This is an optimization exercise on Yosys and OpenROAD, whose aim is small area and a short achievable clock period, not a production implementation.
Only simulation tests tie the RTL to the original design; equivalence was not proved.
No activity file was given, so power comes from the tool's default toggle rates.

==> garnet: inputs <==
## pipeline_processor
module pipeline_processor(
    clk,
    rst,
    prg_data,
    dmem_rdata,
    prg_addr,
    raddr_dmem,
    waddr_dmem,
    wdata_dmem,
    write_dmem,
    read_dmem
);
input clk;
input rst;
input [31:0] prg_data;
input [31:0] dmem_rdata;
output [31:0] prg_addr;
output [31:0] raddr_dmem;
output [31:0] waddr_dmem;
output [31:0] wdata_dmem;
output write_dmem;
output read_dmem;
integer i, k, j;
reg [31:2] pc;
wire [31:2] pc_incr4 = pc + 30'd1;
assign prg_addr = {pc, 2'b00};
reg        valid_ID;
reg [31:0] inst_ID;
reg [31:2] pc_incr4_ID;
always @(posedge clk or posedge rst) begin
    if (rst) valid_ID <= 1'b0;
    else     valid_ID <= 1'b1;
end
always @(posedge clk) begin
    inst_ID     <= prg_data;
    pc_incr4_ID <= pc_incr4;
end
wire [5:0]  op   = inst_ID[31:26];
wire [4:0]  rs   = inst_ID[25:21];
wire [4:0]  rt   = inst_ID[20:16];
wire [4:0]  rd   = inst_ID[15:11];
wire [15:0] imm  = inst_ID[15:0];
wire [5:0]  func = inst_ID[5:0];
wire is_r    = (op == 6'b00_0000);
wire f_add   = is_r && (func == 6'b10_0000);
wire f_sub   = is_r && (func == 6'b10_0010);
wire f_and   = is_r && (func == 6'b10_0100);
wire f_or    = is_r && (func == 6'b10_0101);
wire f_slt   = is_r && (func == 6'b10_1010);
wire is_lw   = (op == 6'b10_0011);
wire is_sw   = (op == 6'b10_1011);
wire is_beq  = (op == 6'b00_0100);
wire is_addi = (op == 6'b00_1000);
wire is_lui  = (op == 6'b00_1111);
wire r_write   = f_add | f_sub | f_and | f_or | f_slt;
wire [4:0] dest_ID = is_r ? rd : rt;
wire write_regf_ID = valid_ID && (r_write | is_lw | is_addi | is_lui) && (dest_ID != 5'd0);
wire use_imm       = is_lw | is_sw | is_addi | is_lui;
wire sub_ID        = f_sub | f_slt;
reg [31:0] regf [1:31];
reg [31:0] rs_val;
reg [31:0] rt_val;
always @(*) begin
    rs_val = 32'd0;
    rt_val = 32'd0;
    for (i = 1; i < 32; i = i + 1) begin
        rs_val = rs_val | ({32{rs == i && !is_lui}} & regf[i]);
        rt_val = rt_val | ({32{rt == i}} & regf[i]);
    end
end
wire [31:0] imm_sext = {{16{imm[15]}}, imm};
wire [31:0] imm_ext  = is_lui ? {imm, 16'd0} : imm_sext;
  ...
==> module pipeline_processor, before the edit <==
module pipeline_processor(
    clk,
    rst,
    prg_data,
    dmem_rdata,
    prg_addr,
    raddr_dmem,
    waddr_dmem,
    wdata_dmem,
    write_dmem,
    read_dmem
);
input clk;
input rst;
input [31:0] prg_data;
input [31:0] dmem_rdata;
output [31:0] prg_addr;
output [31:0] raddr_dmem;
output [31:0] waddr_dmem;
output [31:0] wdata_dmem;
output write_dmem;
output read_dmem;
integer i, k, j;
reg [31:2] pc;
wire [31:2] pc_incr4 = pc + 30'd1;
assign prg_addr = {pc, 2'b00};
reg        valid_ID;
reg [31:0] inst_ID;
reg [31:2] pc_incr4_ID;
always @(posedge clk or posedge rst) begin
    if (rst) valid_ID <= 1'b0;
    else     valid_ID <= 1'b1;
end
always @(posedge clk) begin
    inst_ID     <= prg_data;
    pc_incr4_ID <= pc_incr4;
end
wire [5:0]  op   = inst_ID[31:26];
wire [4:0]  rs   = inst_ID[25:21];
wire [4:0]  rt   = inst_ID[20:16];
wire [4:0]  rd   = inst_ID[15:11];
wire [15:0] imm  = inst_ID[15:0];
wire [5:0]  func = inst_ID[5:0];
wire is_r    = (op == 6'b00_0000);
wire f_add   = is_r && (func == 6'b10_0000);
wire f_sub   = is_r && (func == 6'b10_0010);
wire f_and   = is_r && (func == 6'b10_0100);
wire f_or    = is_r && (func == 6'b10_0101);
wire f_slt   = is_r && (func == 6'b10_1010);
wire is_lw   = (op == 6'b10_0011);
wire is_sw   = (op == 6'b10_1011);
wire is_beq  = (op == 6'b00_0100);
wire is_addi = (op == 6'b00_1000);
wire is_lui  = (op == 6'b00_1111);
wire r_write   = f_add | f_sub | f_and | f_or | f_slt;
wire [4:0] dest_ID = is_r ? rd : rt;
wire write_regf_ID = valid_ID && (r_write | is_lw | is_addi | is_lui) && (dest_ID != 5'd0);
wire use_imm       = is_lw | is_sw | is_addi | is_lui;
wire sub_ID        = f_sub | f_slt;
reg [31:0] regf [1:31];
reg [31:0] rs_val;
reg [31:0] rt_val;
always @(*) begin
    rs_val = 32'd0;
    rt_val = 32'd0;
    for (i = 1; i < 32; i = i + 1) begin
        rs_val = rs_val | ({32{rs == i && !is_lui}} & regf[i]);
        rt_val = rt_val | ({32{rt == i}} & regf[i]);
    end
end
wire [31:0] imm_sext = {{16{imm[15]}}, imm};
wire [31:0] imm_ext  = is_lui ? {imm, 16'd0} : imm_sext;
wire [31:0] b_ID     = use_imm ? imm_ext : rt_val;
wire [31:2] target_ID = pc_incr4_ID + imm_sext[29:0];
reg [31:0] a_EX;
reg [31:0] p_EX;
reg [31:0] c_EX;
reg [4:0]  waddr_EX;
reg write_regf_EX, read_dmem_EX, write_dmem_EX, is_branch_EX;
reg alu_sub_EX, alu_slt_EX, alu_and_EX, alu_or_EX;
always @(posedge clk) begin
    a_EX     <= rs_val;
    p_EX     <= rs_val ^ b_ID ^ {32{sub_ID}};
    c_EX     <= is_beq ? {target_ID, 2'b00} : rt_val;
    waddr_EX <= dest_ID;
    alu_sub_EX <= sub_ID;
    alu_slt_EX <= f_slt;
    alu_and_EX <= f_and;
    alu_or_EX  <= f_or;
end
always @(posedge clk or posedge rst) begin
    if (rst) begin
        write_regf_EX <= 1'b0;
        read_dmem_EX  <= 1'b0;
        write_dmem_EX <= 1'b0;
        is_branch_EX  <= 1'b0;
    end else begin
        write_regf_EX <= write_regf_ID;
        read_dmem_EX  <= valid_ID && is_lw;
        write_dmem_EX <= valid_ID && is_sw;
        is_branch_EX  <= valid_ID && is_beq;
    end
end
reg [31:0] gp [0:5];
reg [31:0] pp [0:5];
always @(*) begin
    gp[0] = a_EX & ~p_EX;
    pp[0] = p_EX;
    gp[0][0] = p_EX[0] ? alu_sub_EX : a_EX[0];
    for (k = 0; k < 5; k = k + 1) begin
        for (j = 0; j < 32; j = j + 1) begin
            if (j[k]) begin
                gp[k+1][j] = gp[k][j] | (pp[k][j] & gp[k][(j >> k << k) - 1]);
                pp[k+1][j] = pp[k][j] & pp[k][(j >> k << k) - 1];
            end else begin
                gp[k+1][j] = gp[k][j];
                pp[k+1][j] = pp[k][j];
            end
        end
    end
end
wire [31:0] carry = {gp[5][30:0], alu_sub_EX};
wire [31:0] sum = p_EX ^ carry;
wire slt = p_EX[31] ? sum[31] : a_EX[31];
reg [31:0] alu_result;
always @(*) begin
    if (alu_and_EX)      alu_result = a_EX & ~p_EX;
    else if (alu_or_EX)  alu_result = a_EX | p_EX;
    else if (alu_slt_EX) alu_result = {31'd0, slt};
    else                 alu_result = sum;
end
wire taken_EX = is_branch_EX && (p_EX == 32'd0);
reg [31:0] alu_result_MEM;
reg [31:0] c_MEM;
reg [4:0]  waddr_MEM;
reg write_regf_MEM, read_dmem_MEM, write_dmem_MEM, taken_MEM;
always @(posedge clk) begin
    alu_result_MEM <= alu_result;
    c_MEM          <= c_EX;
    waddr_MEM      <= waddr_EX;
end
always @(posedge clk or posedge rst) begin
    if (rst) begin
        write_regf_MEM <= 1'b0;
        read_dmem_MEM  <= 1'b0;
        write_dmem_MEM <= 1'b0;
        taken_MEM      <= 1'b0;
    end else begin
        write_regf_MEM <= write_regf_EX;
        read_dmem_MEM  <= read_dmem_EX;
        write_dmem_MEM <= write_dmem_EX;
        taken_MEM      <= taken_EX;
    end
end
assign raddr_dmem = alu_result_MEM;
assign waddr_dmem = alu_result_MEM;
assign wdata_dmem = c_MEM;
assign write_dmem = write_dmem_MEM;
assign read_dmem  = read_dmem_MEM;
wire [31:0] wdata_regf = read_dmem_MEM ? dmem_rdata : alu_result_MEM;
always @(posedge clk) begin
    for (i = 1; i < 32; i = i + 1)
        if (write_regf_MEM && waddr_MEM == i)
            regf[i] <= wdata_regf;
end
always @(posedge clk or posedge rst) begin
    if (rst) pc <= 30'd0;
    else     pc <= taken_MEM ? c_MEM[31:2] : pc_incr4;
end
endmodule
clock: 6.0 ns
lec_check: 0
cap_margin: 20
core_margin: 2
core_utilization: 40
setup_slack_margin: 3.0
slew_margin: 20
run.sh (not shown) runs the stock make flow with config.mk's settings and CLKGATE_MAP_FILE= SYNTH_SCRIPT=/design/flow/synth_recipe.tcl, a recipe that flattens the netlist after the stock synthesis.
==> inputs of nickel, as changes to garnet <==
--- a/flow/design.v
+++ b/flow/design.v
@@ -26,21 +26,10 @@
 wire [31:2] pc_incr4 = pc + 30'd1;
 assign prg_addr = {pc, 2'b00};
-reg        valid_ID;
-reg [31:0] inst_ID;
-reg [31:2] pc_incr4_ID;
-always @(posedge clk or posedge rst) begin
-    if (rst) valid_ID <= 1'b0;
-    else     valid_ID <= 1'b1;
-end
-always @(posedge clk) begin
-    inst_ID     <= prg_data;
-    pc_incr4_ID <= pc_incr4;
-end
-wire [5:0]  op   = inst_ID[31:26];
-wire [4:0]  rs   = inst_ID[25:21];
-wire [4:0]  rt   = inst_ID[20:16];
-wire [4:0]  rd   = inst_ID[15:11];
-wire [15:0] imm  = inst_ID[15:0];
-wire [5:0]  func = inst_ID[5:0];
+wire [5:0]  op   = prg_data[31:26];
+wire [4:0]  rs   = prg_data[25:21];
+wire [4:0]  rt   = prg_data[20:16];
+wire [4:0]  rd   = prg_data[15:11];
+wire [15:0] imm  = prg_data[15:0];
+wire [5:0]  func = prg_data[5:0];
 wire is_r    = (op == 6'b00_0000);
 wire f_add   = is_r && (func == 6'b10_0000);
@@ -54,24 +43,77 @@
 wire is_addi = (op == 6'b00_1000);
 wire is_lui  = (op == 6'b00_1111);
-wire r_write   = f_add | f_sub | f_and | f_or | f_slt;
-wire [4:0] dest_ID = is_r ? rd : rt;
-wire write_regf_ID = valid_ID && (r_write | is_lw | is_addi | is_lui) && (dest_ID != 5'd0);
-wire use_imm       = is_lw | is_sw | is_addi | is_lui;
-wire sub_ID        = f_sub | f_slt;
+wire [4:0]  dest     = is_r ? rd : rt;
+wire        write_rf = (f_add | f_sub | f_and | f_or | f_slt | is_lw | is_addi | is_lui) && (dest != 5'd0);
+wire [31:0] rs_dec   = is_lui ? 32'd0 : (32'd1 << rs);
+wire [31:0] rt_dec   = 32'd1 << rt;
+wire [29:0] imm_word = {{14{imm[15]}}, imm};
+reg [31:1] rs_sel_ID;
+reg [31:1] rt_sel_ID;
+reg [15:0] imm_ID;
+reg [4:0]  dest_ID;
+reg [31:2] tp_ID;
+reg use_imm_ID, lui_ID, sub_ID, and_ID, or_ID, slt_ID;
+reg write_regf_ID, read_dmem_ID, write_dmem_ID, is_branch_ID;
+always @(posedge clk) begin
+    rs_sel_ID  <= rs_dec[31:1];
+    rt_sel_ID  <= rt_dec[31:1];
+    imm_ID     <= imm;
+    dest_ID    <= dest;
+    tp_ID      <= pc ^ imm_word;
+    use_imm_ID <= is_lw | is_sw | is_addi | is_lui;
+    lui_ID     <= is_lui;
+    sub_ID     <= f_sub | f_slt;
+    and_ID     <= f_and;
+    or_ID      <= f_or;
+    slt_ID     <= f_slt;
+end
+always @(posedge clk or posedge rst) begin
+    if (rst) begin
+        write_regf_ID <= 1'b0;
+        read_dmem_ID  <= 1'b0;
+        write_dmem_ID <= 1'b0;
+        is_branch_ID  <= 1'b0;
+    end else begin
+        write_regf_ID <= write_rf;
+        read_dmem_ID  <= is_lw;
+        write_dmem_ID <= is_sw;
+        is_branch_ID  <= is_beq;
+    end
+end
 reg [31:0] regf [1:31];
-reg [31:0] rs_val;
-reg [31:0] rt_val;
+wire [32*32-1:0] regf_flat;
+assign regf_flat[31:0] = 32'd0;
+genvar gi;
+generate
+    for (gi = 1; gi < 32; gi = gi + 1) begin : g_flat
+        assign regf_flat[gi*32 +: 32] = regf[gi];
+    end
+endgenerate
+wire [31:0] rs_val;
+wire [31:0] rt_val;
+rf_read read_rs (.regs(regf_flat), .sel({rs_sel_ID, 1'b0}), .data(rs_val));
+rf_read read_rt (.regs(regf_flat), .sel({rt_sel_ID, 1'b0}), .data(rt_val));
+wire [31:0] imm_ext = lui_ID ? {imm_ID, 16'd0} : {{16{imm_ID[15]}}, imm_ID};
+wire [31:0] b_ID    = use_imm_ID ? imm_ext : rt_val;
+wire [29:0] t_imm = {{14{imm_ID[15]}}, imm_ID};
+reg  [29:0] tg [0:5];
+reg  [29:0] tpp [0:5];
 always @(*) begin
-    rs_val = 32'd0;
-    rt_val = 32'd0;
-    for (i = 1; i < 32; i = i + 1) begin
-        rs_val = rs_val | ({32{rs == i && !is_lui}} & regf[i]);
-        rt_val = rt_val | ({32{rt == i}} & regf[i]);
-    end
-end
-wire [31:0] imm_sext = {{16{imm[15]}}, imm};
-wire [31:0] imm_ext  = is_lui ? {imm, 16'd0} : imm_sext;
-wire [31:0] b_ID     = use_imm ? imm_ext : rt_val;
-wire [31:2] target_ID = pc_incr4_ID + imm_sext[29:0];
+    tg[0] = t_imm & ~tp_ID;
+    tpp[0] = tp_ID;
+    tg[0][0] = tp_ID[2] | t_imm[0];
+    for (k = 0; k < 5; k = k + 1) begin
+        for (j = 0; j < 30; j = j + 1) begin
+            if (j[k]) begin
+                tg[k+1][j] = tg[k][j] | (tpp[k][j] & tg[k][(j >> k << k) - 1]);
+                tpp[k+1][j] = tpp[k][j] & tpp[k][(j >> k << k) - 1];
+            end else begin
+                tg[k+1][j] = tg[k][j];
+                tpp[k+1][j] = tpp[k][j];
+            end
+        end
+    end
+end
+wire [31:2] target_ID = tp_ID ^ {tg[5][28:0], 1'b1};
 reg [31:0] a_EX;
 reg [31:0] p_EX;
@@ -81,12 +123,12 @@
 reg alu_sub_EX, alu_slt_EX, alu_and_EX, alu_or_EX;
 always @(posedge clk) begin
-    a_EX     <= rs_val;
-    p_EX     <= rs_val ^ b_ID ^ {32{sub_ID}};
-    c_EX     <= is_beq ? {target_ID, 2'b00} : rt_val;
-    waddr_EX <= dest_ID;
+    a_EX       <= rs_val;
+    p_EX       <= rs_val ^ b_ID ^ {32{sub_ID}};
+    c_EX       <= is_branch_ID ? {target_ID, 2'b00} : rt_val;
+    waddr_EX   <= dest_ID;
     alu_sub_EX <= sub_ID;
-    alu_slt_EX <= f_slt;
-    alu_and_EX <= f_and;
-    alu_or_EX  <= f_or;
+    alu_slt_EX <= slt_ID;
+    alu_and_EX <= and_ID;
+    alu_or_EX  <= or_ID;
 end
 always @(posedge clk or posedge rst) begin
@@ -98,7 +140,7 @@
     end else begin
         write_regf_EX <= write_regf_ID;
-        read_dmem_EX  <= valid_ID && is_lw;
-        write_dmem_EX <= valid_ID && is_sw;
-        is_branch_EX  <= valid_ID && is_beq;
+        read_dmem_EX  <= read_dmem_ID;
+        write_dmem_EX <= write_dmem_ID;
+        is_branch_EX  <= is_branch_ID;
     end
 end
@@ -170,2 +212,23 @@
 end
 endmodule
+module rf_read(regs, sel, data);
+input  [32*32-1:0] regs;
+input  [31:0] sel;
+output [31:0] data;
+wire [31:0] g [0:10];
+genvar gi;
+generate
+    for (gi = 0; gi < 10; gi = gi + 1) begin : g_aoi
+        rf_aoi3 u (.a(regs[(3*gi+1)*32 +: 32]), .b(regs[(3*gi+2)*32 +: 32]), .c(regs[(3*gi+3)*32 +: 32]),
+                   .sa(sel[3*gi+1]), .sb(sel[3*gi+2]), .sc(sel[3*gi+3]), .y(g[gi]));
+    end
+endgenerate
+assign g[10] = ~({32{sel[31]}} & regs[31*32 +: 32]);
+assign data = ~(g[0] & g[1] & g[2] & g[3]) | ~(g[4] & g[5] & g[6] & g[7]) | ~(g[8] & g[9] & g[10]);
+endmodule
+module rf_aoi3(a, b, c, sa, sb, sc, y);
+input  [31:0] a, b, c;
+input  sa, sb, sc;
+output [31:0] y;
+assign y = ~(({32{sa}} & a) | ({32{sb}} & b) | ({32{sc}} & c));
+endmodule
--- a/flow/config.mk
+++ b/flow/config.mk
@@ -9,4 +9,6 @@
 export CORE_MARGIN = 2
 export CORE_UTILIZATION = 40
-export SETUP_SLACK_MARGIN = 3.0
+export SETUP_SLACK_MARGIN = 3.3
 export SLEW_MARGIN = 20
+export SYNTH_HIERARCHICAL = 1
+export SYNTH_MINIMUM_KEEP_SIZE = 0
==> qor summary <==
quantity                                                               nickel        garnet
Number of global-route vias before repair                               36600         43920
Area share of the leading cell type in the synthesized netlist         55.88%        55.67%
WL met2                                                              84690 um     109600 um
Iteration-0 DRC count of the detailed router                             8460         12330
Sequential share of cell area                                          60.44%        53.20%
Number of logic inverters in the finished layout                           27            25
Core outline area                                                  0.1318 mm2    0.1331 mm2
Data-path buffer share of cell area in the final layout                4.652%        9.437%
Synth Area in Adders                                                 0.02347%       0.7389%
Power density normalized to cell area                            385.5 mW/mm2  359.7 mW/mm2
Outcome                                              timing/DRC/antenna clean  timing/DRC/antenna clean
Total power of the final layout                                      23460 uW      24070 uW
Count of clock buffers in the final design                                187           183
Combinational cell fraction of total power                              14.4%         17.0%
Buffering stage count on the worst path with inverters included             1             2
Clock network power consumption                                       8320 uW       8560 uW
Number of buffers outside the clock class in the layout                   330           638
Pin count of the biggest net entering global routing                       63            40
First drt pass iteration count                                             15            20
Net load switching power                                              6322 uW       6924 uW

==> separate check: timing with driven ports <==
In the flow no input, the clock included, has a driving cell. The finished layouts below were timed again as built, in two steps. Step 1, drivers: a clkbuf_16 drives clk and a buf_2 each remaining input, both assumed. Step 2 adds t to the input delays and takes it off the output delays; t is the mean of the earliest and latest rising clock arrival at the registers after step 1. Input paths then give back, and output paths get back, about the clock's delay inside the block. Three values: no drivers, after step 1, after step 2; two values: the first two.
run	shift t [ns]	slack for setup (ns)	latest minus earliest clock arrival (ns)	worst data-port slew with drivers (ns)
garnet	0.879	2.812 / 2.812 / 2.812	0.055 / 0.055	0.06
nickel	0.821	3.323 / 3.266 / 2.548	0.033 / 0.033	0.24
After both steps setup and hold are still met in every run listed. The setup slack of nickel, which loses most, moves by -0.057 ns with the drivers and by -0.775 ns with both steps.
